From an optimization exercise on the open Yosys and OpenROAD flow, aimed at a short achievable clock period and few clock cycles; shortcuts taken in it are not production practice.
RTL that was checked went through simulation tests only; none was proved equivalent to the original.
No activity file was given, so power comes from the tool's default toggle rates.

==> sierra: inputs <==
## SingleCycleMIPS
module SingleCycleMIPS( 
    clk,
    rst_n,
    IR_addr,
    IR,
    ReadDataMem,
    CEN,
    WEN,
    A,
    Data2Mem,
    OEN
);
clock: 9.0 ns
lec_check: 0
cap_margin: 40
core_margin: 2
core_utilization: 45
place_density: 0.6
setup_slack_margin: 5
slew_margin: 40
synth_hierarchical: 1
synth_minimum_keep_size: 0
standard.sh (not shown) runs the stock make flow with config.mk's settings and CLKGATE_MAP_FILE= SYNTH_SCRIPT=/design/flow/synth_recipe.tcl, a recipe that flattens the netlist after the stock synthesis.
==> flow/flow/run.sh <==
#!/bin/bash
set -euo pipefail
bash standard.sh synth > synth.log 2>&1
bash standard.sh SETUP_SLACK_MARGIN=6 TNS_END_PERCENT=100 finish > layout.log 2>&1
==> yarrow (differences from sierra) <==
--- a/flow/design.v
+++ b/flow/design.v
@@ -267,38 +267,16 @@
     for (i = 0; i < 2; i = i + 1) begin : m2
         Mux4 #(.W(W)) m(.d0(l1[(4*i)*W +: W]), .d1(l1[(4*i+1)*W +: W]),
                         .d2(l1[(4*i+2)*W +: W]), .d3(l1[(4*i+3)*W +: W]),
                         .s(s[3:2]), .y(l2[i*W +: W]));
     end
 endgenerate
 assign y = s[4] ? l2[W +: W] : l2[0 +: W];
 endmodule
-module Add3 #(parameter W = 9) (
-    input  [W-1:0] a,
-    input  [W-1:0] b,
-    input  [W-1:0] c,
-    input          cin,
-    output [W-1:0] s
-);
-wire [W-1:0] x = a ^ b ^ c;
-wire [W-1:0] y = { (a[W-2:0] & b[W-2:0]) | (a[W-2:0] & c[W-2:0]) | (b[W-2:0] & c[W-2:0]), cin };
-KSAdd #(.W(W)) add(.a(x), .b(y), .s(s));
-endmodule
-module OutReg #(parameter W = 32) (
-    input              clk,
-    input              rst_n,
-    input      [W-1:0] d,
-    output reg [W-1:0] q
-);
-always @(posedge clk) begin
-    if (~rst_n) q <= {W{1'b0}};
-    else        q <= d;
-end
-endmodule
 module SingleCycleMIPS( 
     clk,
     rst_n,
     IR_addr,
     IR,
     ReadDataMem,
     CEN,
     WEN,
@@ -352,16 +330,17 @@
 reg  [4:0]  e_dst;        
 reg         e_add, e_sub, e_and, e_or, e_slt, e_sll, e_srl, e_link;
 reg         e_lw, e_beq, e_bne, e_j, e_jr;
 reg  [31:0] w_res;        
 reg  [4:0]  w_dst;        
 reg         CEN_r, WEN_r, OEN_r;
 reg  [6:0]  A_r;
 reg  [31:0] D_r;
+assign IR_addr  = pc;
 assign CEN      = CEN_r;
 assign WEN      = WEN_r;
 assign OEN      = OEN_r;
 assign A        = A_r;
 assign Data2Mem = D_r;
 reg              bt_v   [0:BTB_N-1];
 reg              bt_j   [0:BTB_N-1];
 reg  [1:0]       bt_c   [0:BTB_N-1];
@@ -476,21 +455,17 @@
          .s_w(fb_w & ~d_immr), .s_rf(~d_immr), .s_imm(d_immr), .inv(1'b0), .y(d_bi));
 Fwd fwbx(.sum(e_sum), .other(e_other), .lt(e_lt), .rdm(ReadDataMem), .w(w_res),
          .rf(rf_b), .imm(d_imm), .s_e(fe_b & ~d_immr), .s_ld(fb_ld & ~d_immr),
          .s_w(fb_w & ~d_immr), .s_rf(~d_immr), .s_imm(d_immr), .inv(d_invr), .y(d_bx));
 wire [8:0]  ld_sum, w_sum;
 KSAdd #(.W(9)) ldadd(.a(ReadDataMem[8:0]), .b(d_ir[8:0]), .s(ld_sum));
 KSAdd #(.W(9)) wadd(.a(w_res[8:0]), .b(d_ir[8:0]), .s(w_sum));
 AOMux #(.N(32), .W(7)) amux(.d({ d_sums, d_ir[8:2] }), .sel(d_rs_asel), .y(rf_addr));
-wire [8:0]  e_osum;
-Add3 #(.W(9)) eadd(.a(e_a[8:0]), .b(e_bx[8:0]), .c(d_ir[8:0]), .cin(e_cin), .s(e_osum));
-wire        fa_alu = fe_a & ~e_lw;
 wire [6:0]  d_addr = ({7{fa_ld}} & ld_sum[8:2]) | ({7{fa_w}} & w_sum[8:2])
-                   | ({7{fa_alu}} & e_osum[8:2])
                    | ({7{d_fww}} & d_fww_sum) | rf_addr;
 ALU alu(
     .in0(e_a),
     .in1(e_b),
     .in1x(e_bx),
     .cin(e_cin),
     .shamt(e_shamt),
     .op_add(e_add), .op_sub(e_sub), .op_and(e_and), .op_or(e_or),
@@ -555,17 +530,16 @@
             end
         end
     end
 endgenerate
 wire        stall  = d_valid & d_stall;
 wire        d_go   = d_valid & ~redirect & ~stall & ~skipsq;    
 wire [31:0] f_next = redirect ? redir_pc :
                      stall    ? pc       : f_pred;
-OutReg #(.W(32)) pc_out(.clk(clk), .rst_n(rst_n), .d(f_next), .q(IR_addr));
 always @(posedge clk) begin
     if (~rst_n) begin
         pc      <= 32'd0;
         d_valid <= 1'b0;
         e_valid <= 1'b0;
         e_dst   <= 5'd0;
         e_lw    <= 1'b0;
         w_dst   <= 5'd0;
@@ -602,17 +576,17 @@
         d_dst_r  <= f_dst;
         d_mem    <= f_mem;
         d_immr   <= f_imm_op;
         d_sums   <= f_sums;
         d_rs_asel <= (f_fe_a | f_fw_a | f_fww_a) ? 32'd0 : f_rs_oh;
         d_fww    <= f_fww_a;
         d_fww_sum <= f_wws[8:2];
         d_invr   <= f_sub | f_slt;
-        d_stall  <= f_mem & f_fe_a & ~d_lw & ~d_add & ~d_sub;
+        d_stall  <= f_mem & f_fe_a & ~d_lw;
     end else begin
         d_rs_sel <= d_fe_a ? 32'd0 : d_rs_oh;
         d_rt_sel <= d_fe_b ? 32'd0 : d_rt_oh;
         d_fe_a   <= 1'b0;
         d_fe_b   <= 1'b0;
         d_fw_a   <= d_fe_a;
         d_fw_b   <= d_fe_b;
         d_stall  <= 1'b0;
==> results.txt <==
Against yarrow, the maximum frequency of sierra is higher by about 5.6%.
Clock skew: sierra is higher than yarrow (0.011 ns).
Between yarrow and sierra, the lower non-clock buffer count is in sierra (gap 77).
Between yarrow and sierra, the lower flip-flop and latch count is in yarrow (gap 32).
Between yarrow and sierra, the lower utilization is in sierra (gap 1.0 points).
Between sierra and yarrow, the lower sequential share of layout area is in yarrow (gap 1.0 points).
Synthesized cell count is about the same in sierra and yarrow.
==> figures <==
quantity	sierra	yarrow
Clk pwr share	46.3%	45.4%
Worst reg2reg path depth	11	13
Leakage power figure	0.05198 uW	0.05265 uW
Detailed-route via count	112420	112664
Total chip power	25000 uW	24260 uW
Multi-input comb cells	9600	9628
Number of ordinary and repair buffers in the finished layout	651	728
Skew final	0.08138 ns	0.07042 ns
GR Util met3	10.06%	9.553%
Detailed-routed wire length on met2	232400 um	237700 um
Switching Share	25.18%	25.90%
Status	complete, no violations	complete, no violations
Number of global-route vias before repair	104779	104568
Tmin final	3.309 ns	3.496 ns
CP Max Fanout	5	2
Testbench counts of sierra, summed over its fixed seeds: cycles 45,109.
Testbench counts of yarrow, summed over its fixed seeds: cycles 45,293.


==> inputs of 10-19 <==
==> flow/design.v <==
module Register(
    clk,
    rst_n,
    read_reg_1,
    read_reg_2,
    write_reg,
    write_data,
    read_data_1,
    read_data_2,
    offset,
    addr_1
);
input         clk;
input         rst_n;
input  [4:0]  read_reg_1;
input  [4:0]  read_reg_2;
input  [4:0]  write_reg;      
input  [31:0] write_data;
output [31:0] read_data_1;
output [31:0] read_data_2;
input  [8:0]  offset;
output [6:0]  addr_1;     
reg  [31:0] rf [1:31];
wire [31:0] rv [0:31];
wire [8:0]  rs [0:31];
assign rv[0] = 32'd0;
assign rs[0] = offset;
genvar g;
generate
    for (g = 1; g < 32; g = g + 1) begin : regs
        assign rv[g] = rf[g];
        KSAdd #(.W(9)) oadd(.a(rf[g][8:0]), .b(offset), .cin(1'b0), .s(rs[g]));
        always @(posedge clk) begin
            if (~rst_n)
                rf[g] <= 32'd0;
            else if (write_reg == g)
                rf[g] <= write_data;
        end
    end
endgenerate
assign read_data_1 = rv[read_reg_1];
assign read_data_2 = rv[read_reg_2];
wire   [8:0] sel_sum = rs[read_reg_1];
assign addr_1      = sel_sum[8:2];
endmodule
module Control(
    instr,
    op_add,
    op_sub,
    op_and,
    op_or,
    op_slt,
    op_sll,
    op_srl,
    op_imm,
    op_link,
    is_lw,
    is_sw,
    is_beq,
    is_bne,
    is_j,
    is_jal,
    is_jr,
    use_rs,
    use_rt,
    dst
);
input  [31:0] instr;
output op_add, op_sub, op_and, op_or, op_slt, op_sll, op_srl, op_imm, op_link;
output is_lw, is_sw, is_beq, is_bne, is_j, is_jal, is_jr;
output use_rs;       
output use_rt;       
output [4:0] dst;    
wire [5:0] opcode = instr[31:26];
wire [5:0] funct  = instr[5:0];
wire       rtype  = (opcode == 6'h00);
wire r_add = rtype & (funct == 6'h20);
wire r_sub = rtype & (funct == 6'h22);
wire r_and = rtype & (funct == 6'h24);
wire r_or  = rtype & (funct == 6'h25);
wire r_slt = rtype & (funct == 6'h2a);
wire r_sll = rtype & (funct == 6'h00);
wire r_srl = rtype & (funct == 6'h02);
wire r_jr  = rtype & (funct == 6'h08);
wire i_addi = (opcode == 6'h08);
assign is_lw   = (opcode == 6'h23);
assign is_sw   = (opcode == 6'h2b);
assign is_beq  = (opcode == 6'h04);
assign is_bne  = (opcode == 6'h05);
assign is_j    = (opcode == 6'h02);
assign is_jal  = (opcode == 6'h03);
assign is_jr   = r_jr;
assign op_add  = r_add | i_addi;
assign op_sub  = r_sub;
assign op_and  = r_and;
assign op_or   = r_or;
assign op_slt  = r_slt;
assign op_sll  = r_sll;
assign op_srl  = r_srl;
assign op_imm  = i_addi;
assign op_link = is_jal;
wire r_wr = r_add | r_sub | r_and | r_or | r_slt | r_sll | r_srl;
assign dst = is_jal ? 5'd31 :
             r_wr   ? instr[15:11] :
             (i_addi | is_lw) ? instr[20:16] : 5'd0;
assign use_rs = ~(is_j | is_jal);
assign use_rt = rtype | is_beq | is_bne;
endmodule
module ALU(
    in0,
    in1,
    shamt,
    op_add,
    op_sub,
    op_and,
    op_or,
    op_slt,
    op_sll,
    op_srl,
    op_link,
    link,
    result
);
input  [31:0] in0;
input  [31:0] in1;        
input  [4:0]  shamt;
input         op_add, op_sub, op_and, op_or, op_slt, op_sll, op_srl, op_link;
input  [31:0] link;
output [31:0] result;
wire        inv = op_sub | op_slt;
wire [31:0] sum;
KSAdd #(.W(32)) adder(.a(in0), .b(in1 ^ {32{inv}}), .cin(inv), .s(sum));
wire lt = (in0[31] ^ in1[31]) ? in0[31] : sum[31];
assign result = ({32{op_add | op_sub}} & sum)
              | ({32{op_and}}  & (in0 & in1))
              | ({32{op_or}}   & (in0 | in1))
              | ({32{op_slt}}  & {31'd0, lt})
              | ({32{op_sll}}  & (in1 << shamt))
              | ({32{op_srl}}  & (in1 >> shamt))
              | ({32{op_link}} & link);
endmodule
module KSAdd #(parameter W = 32) (
    input  [W-1:0] a,
    input  [W-1:0] b,
    input          cin,
    output [W-1:0] s
);
wire [W-1:0] p0 = a ^ b;
wire [W-1:0] g  = { a[W-1:1] & b[W-1:1], (a[0] & b[0]) | (p0[0] & cin) };
wire [W-1:0] p  = { p0[W-1:1], 1'b0 };
wire [W-1:0] gl [0:5];
wire [W-1:0] pl [0:5];
assign gl[0] = g;
assign pl[0] = p;
genvar l, i;
generate
    for (l = 0; l < 5; l = l + 1) begin : lv
        for (i = 0; i < W; i = i + 1) begin : bt
            if (i >= (1 << l)) begin : comb
                assign gl[l+1][i] = gl[l][i] | (pl[l][i] & gl[l][i - (1 << l)]);
                assign pl[l+1][i] = pl[l][i] & pl[l][i - (1 << l)];
            end else begin : pass
                assign gl[l+1][i] = gl[l][i];
                assign pl[l+1][i] = pl[l][i];
            end
        end
    end
endgenerate
assign s = p0 ^ { gl[5][W-2:0], cin };
endmodule
module IncDec #(parameter W = 20) (
    input  [W-1:0] a,
    output [W-1:0] inc,
    output [W-1:0] dec
);
genvar i;
generate
    for (i = 0; i < W; i = i + 1) begin : bt
        if (i == 0) begin : b0
            assign inc[i] = ~a[i];
            assign dec[i] = ~a[i];
        end else begin : bn
            assign inc[i] = a[i] ^ (&a[i-1:0]);
            assign dec[i] = a[i] ^ ~(|a[i-1:0]);
        end
    end
endgenerate
endmodule
module SingleCycleMIPS( 
    clk,
    rst_n,
    IR_addr,
    IR,
    ReadDataMem,
    CEN,
    WEN,
    A,
    Data2Mem,
    OEN
);
input         clk, rst_n;
input  [31:0] IR;
output [31:0] IR_addr;
input  [31:0] ReadDataMem;  
output        CEN;  
output        WEN;  
output [6:0]  A;  
output [31:0] Data2Mem;  
output        OEN;  
reg  [31:0] pc;           
reg  [31:0] ras;          
reg         e_valid;
reg  [31:0] e_a, e_b;     
reg  [4:0]  e_shamt;
reg  [31:0] e_pc4;
reg  [31:0] e_alt;        
reg         e_pt;         
reg         e_bsign;      
reg  [5:0]  e_bidx;       
reg  [4:0]  e_dst;        
reg         e_add, e_sub, e_and, e_or, e_slt, e_sll, e_srl, e_link;
reg         e_lw, e_beq, e_bne, e_jr;
reg  [31:0] w_res;        
reg  [4:0]  w_dst;        
reg         CEN_r, WEN_r, OEN_r;
reg  [6:0]  A_r;
reg  [31:0] D_r;
assign IR_addr  = pc;
assign CEN      = CEN_r;
assign WEN      = WEN_r;
assign OEN      = OEN_r;
assign A        = A_r;
assign Data2Mem = D_r;
wire [4:0]  f_rs  = IR[25:21];
wire [4:0]  f_rt  = IR[20:16];
wire [31:0] f_imm = { {16{IR[15]}}, IR[15:0] };
wire f_add, f_sub, f_and, f_or, f_slt, f_sll, f_srl, f_imm_op, f_link;
wire f_lw, f_sw, f_beq, f_bne, f_j, f_jal, f_jr, f_use_rs, f_use_rt;
wire [4:0] f_dst;
Control ctrl(
    .instr(IR),
    .op_add(f_add), .op_sub(f_sub), .op_and(f_and), .op_or(f_or),
    .op_slt(f_slt), .op_sll(f_sll), .op_srl(f_srl), .op_imm(f_imm_op),
    .op_link(f_link),
    .is_lw(f_lw), .is_sw(f_sw), .is_beq(f_beq), .is_bne(f_bne),
    .is_j(f_j), .is_jal(f_jal), .is_jr(f_jr),
    .use_rs(f_use_rs), .use_rt(f_use_rt),
    .dst(f_dst)
);
wire [31:0] f_pc4     = pc + 32'd4;
wire [31:0] f_jtarget = { f_pc4[31:28], IR[25:0], 2'b00 };
wire [10:0] bt_lo;
wire        bt_c = bt_lo[10];
wire        bt_s = IR[15];
wire [19:0] pc_hi_p1, pc_hi_m1;
KSAdd #(.W(11)) btadd(.a({1'b0, pc[11:2]}), .b({1'b0, IR[9:0]}), .cin(1'b1), .s(bt_lo));
IncDec #(.W(20)) pchi(.a(pc[31:12]), .inc(pc_hi_p1), .dec(pc_hi_m1));
wire [19:0] bt_hi_c1  = bt_s ? pc[31:12] : pc_hi_p1;
wire [19:0] bt_hi_c0  = bt_s ? pc_hi_m1  : pc[31:12];
wire [31:0] f_btarget = { (bt_c ? bt_hi_c1 : bt_hi_c0), bt_lo[9:0], pc[1:0] };
reg  [1:0]  bht [0:63];
wire        f_flip = bht[pc[7:2]][1];
wire        f_br   = f_beq | f_bne;
wire        f_pt   = f_br & (IR[15] ^ f_flip);
wire [31:0] e_res;
wire [31:0] e_val = e_lw ? ReadDataMem : e_res;
wire        fe_a  = (f_rs == e_dst) & (e_dst != 5'd0);
wire        fe_b  = (f_rt == e_dst) & (e_dst != 5'd0);
wire        fw_a  = (f_rs == w_dst) & (w_dst != 5'd0);
wire        fw_b  = (f_rt == w_dst) & (w_dst != 5'd0);
wire [31:0] rf_a, rf_b;
wire [6:0]  rf_addr;
Register mips_reg(
    .clk(clk),
    .rst_n(rst_n),
    .read_reg_1(f_rs),
    .read_reg_2(f_rt),
    .write_reg(w_dst),
    .write_data(w_res),
    .read_data_1(rf_a),
    .read_data_2(rf_b),
    .offset(IR[8:0]),
    .addr_1(rf_addr)
);
wire [31:0] f_a = fe_a ? e_val : (fw_a ? w_res : rf_a);
wire [31:0] f_b = fe_b ? e_val : (fw_b ? w_res : rf_b);
wire [8:0]  ld_sum, w_sum;
KSAdd #(.W(9)) ldadd(.a(ReadDataMem[8:0]), .b(IR[8:0]), .cin(1'b0), .s(ld_sum));
KSAdd #(.W(9)) wadd(.a(w_res[8:0]), .b(IR[8:0]), .cin(1'b0), .s(w_sum));
wire [6:0]  f_addr = fe_a ? ld_sum[8:2] : (fw_a ? w_sum[8:2] : rf_addr);
ALU alu(
    .in0(e_a),
    .in1(e_b),
    .shamt(e_shamt),
    .op_add(e_add), .op_sub(e_sub), .op_and(e_and), .op_or(e_or),
    .op_slt(e_slt), .op_sll(e_sll), .op_srl(e_srl),
    .op_link(e_link),
    .link(e_pc4),
    .result(e_res)
);
wire        e_eq     = (e_a == e_b);
wire        e_taken  = (e_beq & e_eq) | (e_bne & ~e_eq);
wire        redirect = e_valid & ( ((e_beq | e_bne) & (e_taken ^ e_pt)) |
                                   (e_jr & (e_a != e_alt)) );
wire [31:0] redir_pc = e_jr ? e_a : e_alt;
reg         u_upd, u_flip;
reg  [5:0]  u_bidx;
always @(posedge clk) begin
    u_flip <= e_taken ^ e_bsign;
    u_bidx <= e_bidx;
    u_upd  <= rst_n & e_valid & (e_beq | e_bne);
end
genvar bi;
generate
    for (bi = 0; bi < 64; bi = bi + 1) begin : bhtu
        always @(posedge clk) begin
            if (~rst_n)
                bht[bi] <= 2'b01;
            else if (u_upd & (u_bidx == bi)) begin
                if (~u_flip & (bht[bi] != 2'b00)) bht[bi] <= bht[bi] - 2'b01;
                if ( u_flip & (bht[bi] != 2'b11)) bht[bi] <= bht[bi] + 2'b01;
            end
        end
    end
endgenerate
wire        stall  = (f_lw | f_sw) & fe_a & ~e_lw;
wire        f_go   = ~redirect & ~stall;    
wire [31:0] f_other = stall         ? pc        :
                      (f_j | f_jal) ? f_jtarget :
                      f_jr          ? ras       : f_pc4;
wire        f_tbr   = f_pt & ~stall;
wire [31:0] f_next  = redirect ? redir_pc  :
                      f_tbr    ? f_btarget : f_other;
always @(posedge clk) begin
    if (~rst_n) begin
        pc      <= 32'd0;
        e_valid <= 1'b0;
        e_dst   <= 5'd0;
        e_lw    <= 1'b0;
        w_dst   <= 5'd0;
        CEN_r   <= 1'b1;
        WEN_r   <= 1'b1;
        OEN_r   <= 1'b1;
    end else begin
        pc      <= f_next;
        e_valid <= f_go;
        e_dst   <= f_go ? f_dst : 5'd0;
        e_lw    <= f_go & f_lw;
        CEN_r   <= ~(f_go & (f_lw | f_sw));
        WEN_r   <= ~(f_go & f_sw);
        OEN_r   <= ~(f_go & f_lw);
        w_dst   <= e_dst;
    end
end
always @(posedge clk) begin
    if (f_go & f_jal) ras <= f_pc4;
    e_a      <= f_a;
    e_b      <= f_imm_op ? f_imm : f_b;
    e_shamt  <= IR[10:6];
    e_pc4    <= f_pc4;
    e_alt    <= f_jr ? ras : (f_pt ? f_pc4 : f_btarget);
    e_pt     <= f_pt;
    e_bsign  <= IR[15];
    e_bidx   <= pc[7:2];
    e_add    <= f_add;
    e_sub    <= f_sub;
    e_and    <= f_and;
    e_or     <= f_or;
    e_slt    <= f_slt;
    e_sll    <= f_sll;
    e_srl    <= f_srl;
    e_link   <= f_link;
    e_beq    <= f_beq;
    e_bne    <= f_bne;
    e_jr     <= f_jr;
    if (f_lw | f_sw) A_r <= f_addr;
    if (f_sw)        D_r <= f_b;
    w_res    <= e_val;
end
endmodule
==> flow/flow/run.sh <==
#!/bin/bash
# Layout flow: the standard synthesis unchanged, then the standard ORFS
# steps with a larger setup repair margin so that repair_timing keeps
# improving paths past 5 ns of slack. Each tool's output goes to its own log.
set -euo pipefail
bash standard.sh synth > synth.log 2>&1
bash standard.sh SETUP_SLACK_MARGIN=7 TNS_END_PERCENT=100 finish > layout.log 2>&1
==> flow/standard.sh <==
#!/bin/bash
# synth_recipe.tcl (not shown) runs the flow's synth.tcl, then flattens the netlist and writes it again
# the make line also repeats each setting of config.mk as NAME=value (left out here)
make -C /OpenROAD-flow-scripts/flow DESIGN_CONFIG=/design/flow/config.mk WORK_HOME=/design/flow/orfs CLKGATE_MAP_FILE= SYNTH_SCRIPT=/design/flow/synth_recipe.tcl "${@:-finish}"
==> flow/config.mk <==
export PLATFORM = sky130hd
export DESIGN_NAME = SingleCycleMIPS
export DESIGN_NICKNAME = SingleCycleMIPS
export VERILOG_FILES = /design/flow/design.v
export SDC_FILE = /design/flow/constraint.sdc
export NUM_CORES = 8
export LEC_CHECK = 0
export CAP_MARGIN = 40
export CORE_MARGIN = 2
export CORE_UTILIZATION = 60
export PLACE_DENSITY = 0.7
export SETUP_SLACK_MARGIN = 5
export SLEW_MARGIN = 40
==> flow/constraint.sdc <==
create_clock -name core_clock -period 9.0 [get_ports {clk}]
set_input_delay 1.8000 -clock core_clock [delete_from_list [all_inputs] [get_ports {clk}]]
set_output_delay 1.8000 -clock core_clock [all_outputs]
set_load 0.01 [all_outputs]
==> 11-01 (differences from 10-19) <==
--- a/flow/design.v
+++ b/flow/design.v
@@ -6,9 +6,7 @@
     write_reg,
     write_data,
     read_data_1,
-    read_data_2,
-    offset,
-    addr_1
+    read_data_2
 );
 input         clk;
 input         rst_n;
@@ -18,18 +16,13 @@
 input  [31:0] write_data;
 output [31:0] read_data_1;
 output [31:0] read_data_2;
-input  [8:0]  offset;
-output [6:0]  addr_1;     
 reg  [31:0] rf [1:31];
 wire [31:0] rv [0:31];
-wire [8:0]  rs [0:31];
 assign rv[0] = 32'd0;
-assign rs[0] = offset;
 genvar g;
 generate
     for (g = 1; g < 32; g = g + 1) begin : regs
         assign rv[g] = rf[g];
-        KSAdd #(.W(9)) oadd(.a(rf[g][8:0]), .b(offset), .cin(1'b0), .s(rs[g]));
         always @(posedge clk) begin
             if (~rst_n)
                 rf[g] <= 32'd0;
@@ -40,8 +33,6 @@
 endgenerate
 assign read_data_1 = rv[read_reg_1];
 assign read_data_2 = rv[read_reg_2];
-wire   [8:0] sel_sum = rs[read_reg_1];
-assign addr_1      = sel_sum[8:2];
 endmodule
 module Control(
     instr,
@@ -211,17 +202,19 @@
 reg  [31:0] ras;          
 reg         e_valid;
 reg  [31:0] e_a, e_b;     
+reg  [31:0] e_imm;
 reg  [4:0]  e_shamt;
 reg  [31:0] e_pc4;
 reg  [31:0] e_alt;        
 reg         e_pt;         
-reg         e_bsign;      
 reg  [5:0]  e_bidx;       
 reg  [4:0]  e_dst;        
+reg         e_fsd;        
 reg         e_add, e_sub, e_and, e_or, e_slt, e_sll, e_srl, e_link;
-reg         e_lw, e_beq, e_bne, e_jr;
-reg  [31:0] w_res;        
-reg  [4:0]  w_dst;        
+reg         e_lw, e_sw, e_beq, e_bne, e_jr;
+reg  [31:0] m_res;
+reg  [4:0]  m_dst;        
+reg         m_lw;
 reg         CEN_r, WEN_r, OEN_r;
 reg  [6:0]  A_r;
 reg  [31:0] D_r;
@@ -231,8 +224,8 @@
 assign OEN      = OEN_r;
 assign A        = A_r;
 assign Data2Mem = D_r;
-wire [4:0]  f_rs  = IR[25:21];
-wire [4:0]  f_rt  = IR[20:16];
+wire [4:0] f_rs = IR[25:21];
+wire [4:0] f_rt = IR[20:16];
 wire [31:0] f_imm = { {16{IR[15]}}, IR[15:0] };
 wire f_add, f_sub, f_and, f_or, f_slt, f_sll, f_srl, f_imm_op, f_link;
 wire f_lw, f_sw, f_beq, f_bne, f_j, f_jal, f_jr, f_use_rs, f_use_rt;
@@ -248,49 +241,44 @@
     .dst(f_dst)
 );
 wire [31:0] f_pc4     = pc + 32'd4;
-wire [31:0] f_jtarget = { f_pc4[31:28], IR[25:0], 2'b00 };
+wire [31:0] f_btarget;
 wire [10:0] bt_lo;
-wire        bt_c = bt_lo[10];
-wire        bt_s = IR[15];
+wire        bt_c  = bt_lo[10];
+wire        bt_s  = IR[15];
 wire [19:0] pc_hi_p1, pc_hi_m1;
-KSAdd #(.W(11)) btadd(.a({1'b0, pc[11:2]}), .b({1'b0, IR[9:0]}), .cin(1'b1), .s(bt_lo));
 IncDec #(.W(20)) pchi(.a(pc[31:12]), .inc(pc_hi_p1), .dec(pc_hi_m1));
-wire [19:0] bt_hi_c1  = bt_s ? pc[31:12] : pc_hi_p1;
-wire [19:0] bt_hi_c0  = bt_s ? pc_hi_m1  : pc[31:12];
-wire [31:0] f_btarget = { (bt_c ? bt_hi_c1 : bt_hi_c0), bt_lo[9:0], pc[1:0] };
+KSAdd #(.W(11)) btadd(.a({1'b0, pc[11:2]}), .b({1'b0, IR[9:0]}), .cin(1'b1), .s(bt_lo));
+wire [19:0] bt_hi_c1 = bt_s ? pc[31:12] : pc_hi_p1;
+wire [19:0] bt_hi_c0 = bt_s ? pc_hi_m1  : pc[31:12];
+assign f_btarget[11:0]  = { bt_lo[9:0], pc[1:0] };
+assign f_btarget[31:12] = bt_c ? bt_hi_c1 : bt_hi_c0;
+wire [31:0] f_jtarget = { f_pc4[31:28], IR[25:0], 2'b00 };
+wire        f_br      = f_beq | f_bne;
 reg  [1:0]  bht [0:63];
-wire        f_flip = bht[pc[7:2]][1];
-wire        f_br   = f_beq | f_bne;
-wire        f_pt   = f_br & (IR[15] ^ f_flip);
-wire [31:0] e_res;
-wire [31:0] e_val = e_lw ? ReadDataMem : e_res;
-wire        fe_a  = (f_rs == e_dst) & (e_dst != 5'd0);
-wire        fe_b  = (f_rt == e_dst) & (e_dst != 5'd0);
-wire        fw_a  = (f_rs == w_dst) & (w_dst != 5'd0);
-wire        fw_b  = (f_rt == w_dst) & (w_dst != 5'd0);
+wire        f_agree   = ~bht[pc[7:2]][1];
+wire        f_pt      = f_br & (IR[15] ^ ~f_agree);
+wire stall = e_lw & (e_dst != 5'd0) &
+             ((f_use_rs & (f_rs == e_dst)) | (f_use_rt & (f_rt == e_dst)));
+wire [31:0] m_wdata = m_lw ? ReadDataMem : m_res;
 wire [31:0] rf_a, rf_b;
-wire [6:0]  rf_addr;
+wire [31:0] f_a = ((f_rs == m_dst) & (m_dst != 5'd0)) ? m_wdata : rf_a;
+wire [31:0] f_b = ((f_rt == m_dst) & (m_dst != 5'd0)) ? m_wdata : rf_b;
 Register mips_reg(
     .clk(clk),
     .rst_n(rst_n),
     .read_reg_1(f_rs),
     .read_reg_2(f_rt),
-    .write_reg(w_dst),
-    .write_data(w_res),
+    .write_reg(m_dst),
+    .write_data(m_wdata),
     .read_data_1(rf_a),
-    .read_data_2(rf_b),
-    .offset(IR[8:0]),
-    .addr_1(rf_addr)
+    .read_data_2(rf_b)
 );
-wire [31:0] f_a = fe_a ? e_val : (fw_a ? w_res : rf_a);
-wire [31:0] f_b = fe_b ? e_val : (fw_b ? w_res : rf_b);
-wire [8:0]  ld_sum, w_sum;
-KSAdd #(.W(9)) ldadd(.a(ReadDataMem[8:0]), .b(IR[8:0]), .cin(1'b0), .s(ld_sum));
-KSAdd #(.W(9)) wadd(.a(w_res[8:0]), .b(IR[8:0]), .cin(1'b0), .s(w_sum));
-wire [6:0]  f_addr = fe_a ? ld_sum[8:2] : (fw_a ? w_sum[8:2] : rf_addr);
+wire [31:0] opa = e_a;
+wire [31:0] opb = e_b;
+wire [31:0] e_res;
 ALU alu(
-    .in0(e_a),
-    .in1(e_b),
+    .in0(opa),
+    .in1(opb),
     .shamt(e_shamt),
     .op_add(e_add), .op_sub(e_sub), .op_and(e_and), .op_or(e_or),
     .op_slt(e_slt), .op_sll(e_sll), .op_srl(e_srl),
@@ -298,17 +286,19 @@
     .link(e_pc4),
     .result(e_res)
 );
-wire        e_eq     = (e_a == e_b);
+wire        e_eq     = (opa == opb);
 wire        e_taken  = (e_beq & e_eq) | (e_bne & ~e_eq);
 wire        redirect = e_valid & ( ((e_beq | e_bne) & (e_taken ^ e_pt)) |
-                                   (e_jr & (e_a != e_alt)) );
-wire [31:0] redir_pc = e_jr ? e_a : e_alt;
-reg         u_upd, u_flip;
+                                   (e_jr & (opa != e_alt)) );
+wire [31:0] redir_pc = e_jr ? opa : e_alt;
+wire [8:0]  e_addr   = opa[8:0] + e_imm[8:0];
+wire [31:0] e_sdata  = e_fsd ? ReadDataMem : opb;
+reg         u_upd, u_agrees;
 reg  [5:0]  u_bidx;
 always @(posedge clk) begin
-    u_flip <= e_taken ^ e_bsign;
-    u_bidx <= e_bidx;
-    u_upd  <= rst_n & e_valid & (e_beq | e_bne);
+    u_agrees <= e_taken ^ ~e_imm[31];
+    u_bidx   <= e_bidx;
+    u_upd    <= rst_n & e_valid & (e_beq | e_bne);
 end
 genvar bi;
 generate
@@ -317,51 +307,56 @@
             if (~rst_n)
                 bht[bi] <= 2'b01;
             else if (u_upd & (u_bidx == bi)) begin
-                if (~u_flip & (bht[bi] != 2'b00)) bht[bi] <= bht[bi] - 2'b01;
-                if ( u_flip & (bht[bi] != 2'b11)) bht[bi] <= bht[bi] + 2'b01;
+                if (u_agrees & (bht[bi] != 2'b00))  bht[bi] <= bht[bi] - 2'b01;
+                if (~u_agrees & (bht[bi] != 2'b11)) bht[bi] <= bht[bi] + 2'b01;
             end
         end
     end
 endgenerate
-wire        stall  = (f_lw | f_sw) & fe_a & ~e_lw;
-wire        f_go   = ~redirect & ~stall;    
 wire [31:0] f_other = stall         ? pc        :
                       (f_j | f_jal) ? f_jtarget :
                       f_jr          ? ras       : f_pc4;
 wire        f_tbr   = f_pt & ~stall;
-wire [31:0] f_next  = redirect ? redir_pc  :
-                      f_tbr    ? f_btarget : f_other;
+wire [31:0] f_next  = redirect ? redir_pc :
+                      f_tbr    ? { (bt_c ? bt_hi_c1 : bt_hi_c0), bt_lo[9:0], pc[1:0] } :
+                      f_other;
+wire        f_go   = ~redirect & ~stall;    
+wire        fwd_a  = (f_rs == e_dst) & (e_dst != 5'd0);
+wire        fwd_b  = (f_rt == e_dst) & (e_dst != 5'd0);
 always @(posedge clk) begin
     if (~rst_n) begin
         pc      <= 32'd0;
         e_valid <= 1'b0;
         e_dst   <= 5'd0;
         e_lw    <= 1'b0;
-        w_dst   <= 5'd0;
+        m_dst   <= 5'd0;
+        m_lw    <= 1'b0;
         CEN_r   <= 1'b1;
         WEN_r   <= 1'b1;
         OEN_r   <= 1'b1;
     end else begin
-        pc      <= f_next;
+        pc <= f_next;
         e_valid <= f_go;
         e_dst   <= f_go ? f_dst : 5'd0;
         e_lw    <= f_go & f_lw;
-        CEN_r   <= ~(f_go & (f_lw | f_sw));
-        WEN_r   <= ~(f_go & f_sw);
-        OEN_r   <= ~(f_go & f_lw);
-        w_dst   <= e_dst;
+        m_dst   <= e_valid ? e_dst : 5'd0;
+        m_lw    <= e_valid & e_lw;
+        CEN_r   <= ~(e_valid & (e_lw | e_sw));
+        WEN_r   <= ~(e_valid & e_sw);
+        OEN_r   <= ~(e_valid & e_lw);
     end
 end
 always @(posedge clk) begin
     if (f_go & f_jal) ras <= f_pc4;
-    e_a      <= f_a;
-    e_b      <= f_imm_op ? f_imm : f_b;
+    e_a      <= fwd_a ? e_res : f_a;
+    e_b      <= f_imm_op ? f_imm : (fwd_b ? e_res : f_b);
+    e_imm    <= f_imm;
     e_shamt  <= IR[10:6];
     e_pc4    <= f_pc4;
     e_alt    <= f_jr ? ras : (f_pt ? f_pc4 : f_btarget);
     e_pt     <= f_pt;
-    e_bsign  <= IR[15];
     e_bidx   <= pc[7:2];
+    e_fsd    <= fwd_b & e_lw;
     e_add    <= f_add;
     e_sub    <= f_sub;
     e_and    <= f_and;
@@ -370,11 +365,12 @@
     e_sll    <= f_sll;
     e_srl    <= f_srl;
     e_link   <= f_link;
+    e_sw     <= f_sw;
     e_beq    <= f_beq;
     e_bne    <= f_bne;
     e_jr     <= f_jr;
-    if (f_lw | f_sw) A_r <= f_addr;
-    if (f_sw)        D_r <= f_b;
-    w_res    <= e_val;
+    m_res    <= e_res;
+    if (e_valid & (e_lw | e_sw)) A_r <= e_addr[8:2];
+    if (e_valid & e_sw)          D_r <= e_sdata;
 end
 endmodule
==> flow/run.sh (new file) <==
#!/bin/bash
# synth_recipe.tcl (not shown) runs the flow's synth.tcl, then flattens the netlist and writes it again
# the make line also repeats each setting of config.mk as NAME=value (left out here)
make -C /OpenROAD-flow-scripts/flow DESIGN_CONFIG=/design/flow/config.mk WORK_HOME=/design/flow/orfs CLKGATE_MAP_FILE= SYNTH_SCRIPT=/design/flow/synth_recipe.tcl finish
- ABC_CLOCK_PERIOD_IN_PS: not set -> 2500
- CORE_UTILIZATION: 60 -> 35
- PLACE_DENSITY: 0.7 -> not set
removed: flow/flow/run.sh
removed: flow/standard.sh
==> summary of the runs <==
11-01 ran to the end with no violations. 10-19 died in global routing (GRT-0116). Between 11-01 and 10-19, the lower synthesized cell count is in 11-01 (gap 21%, measured against 10-19). Between 10-19 and 11-01, the lower area after synthesis is in 11-01 (gap 20%, measured against 11-01).
Testbench counts of 11-01, summed over its fixed seeds: cycles 45,876.
The RTL of 10-19 was laid out without a check of its function.

-- separate check: timing with driven ports --
No port has a modelled driver above. Below, the same layouts with a new extraction and two added sets of constraints.
Step 1, drivers: a clkbuf_16 drives clk and a buf_2 each remaining input, both assumed.
Step 2, shift: input delay + t, output delay - t, t = (earliest + latest rising clock arrival at the registers) / 2. This alone moves slack from input paths to output paths.
Three values: no drivers, after step 1, after step 2; two values: the first two.
| run | t, ns | setup WS [ns] | clock arrival spread, ns |
|---|---|---|---|
| sierra | 0.998 | 5.691 / 5.652 / 4.868 | 0.092 / 0.092 |
| yarrow | 1.010 | 5.504 / 5.407 / 5.017 | 0.071 / 0.071 |
| 11-01 | 0.935 | 4.844 / 4.735 / 3.800 | 0.086 / 0.086 |
After both steps every run listed still meets setup and hold. For 11-01, which loses most, drivers alone change the setup slack by -0.109 ns; drivers and shift together by -1.044 ns.
